This design comes from an exercise in tuning for small area, a short achievable clock period and few clock cycles on the open sky130 flow, not from production work.
RTL that was checked went through simulation tests only; none was proved equivalent to the original.
Power figures rest on the tool's default switching activity, not on a simulated workload.

the previous run:
==> flow/design.v (excerpt) <==
module psudolegal_board(
  input logic clk,
  input logic rst,
  input logic        in_pos_valid,
  input logic [3:0]  in_pos_data,
  input logic        in_pos_sop,
  input logic        in_pos_eop,
  input logic        in_wtp,
  input logic [3:0]  in_castle,
  input logic [3:0]  in_ep,
  input logic       start,
  output reg        o_uci_valid,
  output reg [20:0] o_uci_data,
  output reg        o_uci_sop,
  output reg        o_uci_eop
  );
clock: 13.0 ns
lec_check: 0
abc_area: 1
cap_margin: 40
core_margin: 2
core_utilization: 60
cts_cluster_diameter: 100
cts_cluster_size: 20
place_density: 0.7
setup_slack_margin: 1.0
slew_margin: 40
standard.sh (not shown) runs the stock make flow with config.mk's settings and CLKGATE_MAP_FILE= SYNTH_SCRIPT=/design/flow/synth_recipe.tcl, a recipe that flattens the netlist after the stock synthesis.
==> flow/flow/run.sh <==
#!/bin/bash
set -euo pipefail
bash standard.sh SETUP_SLACK_MARGIN=9.5 finish > flow.log 2>&1
Testbench counts of the previous run, summed over its fixed seeds: cycles 117,286.
The inputs of the current run differ from those of the previous run as listed below.
diff --git a/flow/design.v b/flow/design.v
--- a/flow/design.v
+++ b/flow/design.v
@@ -342,53 +342,53 @@
               (c[2:0] == 3'd0 && a);
       end
       ray = a;
     end
   endfunction
   function automatic is_pc(input [3:0] c, input bit w, input [2:0] t);
     is_pc = c == {w, t};
   endfunction
   wire w1 = ray(bdv, 9, 8, 3'd7, 1'b0, 1'b0, 7, 7) |              
             ray(bdv, 8, 7, 3'd7 - wj, 1'b0, 1'b1, 1, 5) |         
             ray(bdv, 10, 9, wj, 1'b0, 1'b1, 2, 6) |               
+            ray(bdv, 2, 1, wj, 1'b0, 1'b0, 2, 6) |                
             (wj != 3'd7 && wj != 3'd6 && is_pc(sqv(bdv, 7), 1'b0, 3'd5)) |
             is_pc(sqv(bdv, 11), 1'b0, 3'd5) | is_pc(sqv(bdv, 16), 1'b0, 3'd5) |
             is_pc(sqv(bdv, 18), 1'b0, 3'd5) |
             is_pc(sqv(bdv, 8), 1'b0, 3'd6) | is_pc(sqv(bdv, 10), 1'b0, 3'd6) |
             is_pc(sqv(bdv, 8), 1'b0, 3'd1) | is_pc(sqv(bdv, 9), 1'b0, 3'd1) |
             is_pc(sqv(bdv, 10), 1'b0, 3'd1) | is_pc(sqv(bdv, 2), 1'b0, 3'd1) |
             is_pc(sqv(bdv, 0), 1'b0, 3'd1);
   wire w8 = ray(bdv, 49, -8, 3'd7, 1'b1, 1'b0, 7, 7) |            
             ray(bdv, 48, -9, 3'd7 - wj, 1'b1, 1'b1, 1, 5) |       
             ray(bdv, 50, -7, wj, 1'b1, 1'b1, 2, 6) |              
+            ray(bdv, 58, 1, wj, 1'b1, 1'b0, 2, 6) |               
+            ray(bdv, 56, -1, 3'd7 - wj, 1'b1, 1'b0, 1, 5) |       
             (wj != 3'd7 && wj != 3'd6 && is_pc(sqv(bdv, 47), 1'b1, 3'd5)) |
             is_pc(sqv(bdv, 51), 1'b1, 3'd5) | is_pc(sqv(bdv, 40), 1'b1, 3'd5) |
             is_pc(sqv(bdv, 42), 1'b1, 3'd5) |
             is_pc(sqv(bdv, 48), 1'b1, 3'd6) | is_pc(sqv(bdv, 50), 1'b1, 3'd6) |
             is_pc(sqv(bdv, 48), 1'b1, 3'd1) | is_pc(sqv(bdv, 49), 1'b1, 3'd1) |
             is_pc(sqv(bdv, 50), 1'b1, 3'd1) | is_pc(sqv(bdv, 58), 1'b1, 3'd1) |
             is_pc(sqv(bdv, 56), 1'b1, 3'd1);
   reg [4:0] a1, a8;
   always @(posedge clk)
     if (vld_d) begin
       a1 <= {a1[3:0], w1};
       a8 <= {a8[3:0], w8};
     end
   wire e1_east = ray(bdv, 2, -1, 3'd3, 1'b0, 1'b0, 3, 3);
-  wire e1_west = ray(bdv, 4, 1, 3'd4, 1'b0, 1'b0, 4, 4);
-  wire e8_east = ray(bdv, 58, -1, 3'd3, 1'b1, 1'b0, 3, 3);
-  wire e8_west = ray(bdv, 60, 1, 3'd4, 1'b1, 1'b0, 4, 4);
-  wire wk_ok = cas_r[3] & !occ[pidx(0,5)] & !occ[pidx(0,6)] & !a1[2] & !a1[1] & !a1[0] & !e1_east & !e1_west;
-  wire wq_ok = cas_r[2] & !occ[pidx(0,3)] & !occ[pidx(0,2)] & !a1[2] & !a1[3] & !a1[4] & !e1_east & !e1_west;
-  wire bk_ok = cas_r[1] & !occ[pidx(7,5)] & !occ[pidx(7,6)] & !a8[2] & !a8[1] & !a8[0] & !e8_east & !e8_west;
-  wire bq_ok = cas_r[0] & !occ[pidx(7,3)] & !occ[pidx(7,2)] & !a8[2] & !a8[3] & !a8[4] & !e8_east & !e8_west;
+  wire wk_ok = cas_r[3] & !occ[pidx(0,5)] & !occ[pidx(0,6)] & !a1[2] & !a1[1] & !a1[0] & !e1_east;
+  wire wq_ok = cas_r[2] & !occ[pidx(0,3)] & !occ[pidx(0,2)] & !a1[2] & !a1[3] & !a1[4] & !e1_east;
+  wire bk_ok = cas_r[1] & !occ[pidx(7,5)] & !occ[pidx(7,6)] & !a8[2] & !a8[1] & !a8[0];
+  wire bq_ok = cas_r[0] & !occ[pidx(7,3)] & !occ[pidx(7,2)] & !a8[2] & !a8[3] & !a8[4];
   wire ck_ok = wtp_r ? wk_ok : bk_ok;
   wire cq_ok = wtp_r ? wq_ok : bq_ok;
   function automatic [11:0] phstart(input [2:0] t, input [2:0] r, input [2:0] f,
                                     input w, input kok, input qok, input integer p);
     reg [7:0] fo, f1, f2, cm;
     reg [2:0] tr;
     reg ok, hv, dg, home;
     begin
       fo = 8'd1 << f;
       f1 = (fo << 1) | (fo >> 1);
       f2 = (fo << 2) | (fo >> 2);
Findings:
Run comparison: the current run type of the setup path with the least slack flop to output port; the previous run type of the setup path with the least slack flop to flop
Changes observed in the current run relative to the previous run: cell count rose about 0.37%; post-synthesis area per instance held steady; worst hold slack level; vertical die dimension shows a reduction of 1.2 µm.
The current run against the previous run; leakage power is up by a few percent.
Looking at launch point of the critical path, the o_uci_data[2]$_DFF_P_ result is from the current run; the tr[0]$_DFFE_PP_ one comes from the previous run.
Delta (the current run minus the previous run): overall power of the completed layout barely changed, clock network power share climbed 0.2 points, wire length the detailed router placed on met1 dropped 280 µm, logic depth of the worst setup path including buffers dropped 26, required time of the worst setup path dropped 2.87 ns.
Testbench counts of the current run, summed over its fixed seeds: cycles 117,286.


psudolegal_board, a different RTL version from the one above (not shown whole).
Size in the first run: roughly 1,700 cells after synthesis, ~380 flip-flops, roughly 43 I/O pins.
Settings: LEC_CHECK=0, CAP_MARGIN=40, CORE_MARGIN=2, CORE_UTILIZATION=40, PLACE_DENSITY=0.6, SETUP_SLACK_MARGIN=1.0, SLEW_MARGIN=40; clock period 13.0 ns.
Scripts as last shown in full above: flow/flow/run.sh
Next try:
--- a/flow/design.v
+++ b/flow/design.v
@@ -598,29 +598,28 @@
   always @(posedge clk) begin
     if (rst) begin
       run <= 1'b0; act <= 1'b0; seed <= 1'b0; ns_v <= 1'b0; f_v <= 1'b0;
     end else begin
       seed <= start;
       if (start) begin
         run <= 1'b1; act <= 1'b0; f_v <= 1'b0; ns_v <= 1'b0;
       end else begin
-        if (seed || (f_take && ns_v)) begin
-          ns <= sn;
-          ns_v <= sseen;
-        end
-        if (f_take) begin
-          f_sq <= ns; f_t <= ns_t; f_v <= ns_v && !seed;
-        end
+        if (seed || (f_take && ns_v)) ns_v <= sseen;
+        if (f_take) f_v <= ns_v && !seed;
       end
       if (done_now) begin
         run <= 1'b0; act <= 1'b0;
       end
       if (do_switch) act <= 1'b1;
     end
+    if (seed || (f_take && ns_v)) ns <= sn;
+    if (f_take) begin
+      f_sq <= ns; f_t <= ns_t;
+    end
     if (hold) begin
       pm <= pm + 2'd1;
     end else begin
       pm <= 2'd0;
       if (do_switch) begin
         cr <= f_r; cf <= f_f; ct <= f_t;
         ph <= f_np[12:11]; tr <= f_np[10:8]; cm <= f_np[7:0];
         rem4 <= rem4_n;
Clock skew went down by 0.0063 ns.
Fmax went up by 3.2%.
Total power went up by 5.4%.
Sequential power hardly moves.
Global-route usage went up by 0.11 points.
Sequential share of layout area went up by 0.93 points.
Core utilization went down by 1.8 points.
Count of clock-buffer cells in the layout went up by 5.
Critical path depth went up by 2.
Wire length went up by 2.1%.
Testbench counts after the change, summed over its fixed seeds: cycles 117,286.
For the first run of this note, only the layout was checked, not whether the RTL still works.

[what the ideal ports hide]
In the flow no input, the clock included, has a driving cell. The finished layouts below were timed again as built, in two steps. Step 1 sets driving cells, clkbuf_16 on the clock port and buf_2 on the other inputs (assumed; they add their load-dependent delay and slew). Step 2, shift: input delay + t, output delay - t, t = (earliest + latest rising clock arrival at the registers) / 2. This alone moves slack from input paths to output paths. a / b / c = no drivers / after step 1 / after step 2; a / b = the first two.
run	shift t [ns]	slack for setup (ns)	worst setup path at the end
the previous run	0.611	9.333 / 9.333 / 8.954	input to register
the current run	0.633	9.376 / 9.318 / 8.993	input to register
the first run of note 2	0.645	8.819 / 8.819 / 8.528	input to register
the second run of note 2	0.653	8.950 / 8.950 / 8.910	input to register
After both steps every run listed still meets setup and hold. For the current run, which loses most, drivers alone change the setup slack by -0.058 ns; drivers and shift together by -0.383 ns.
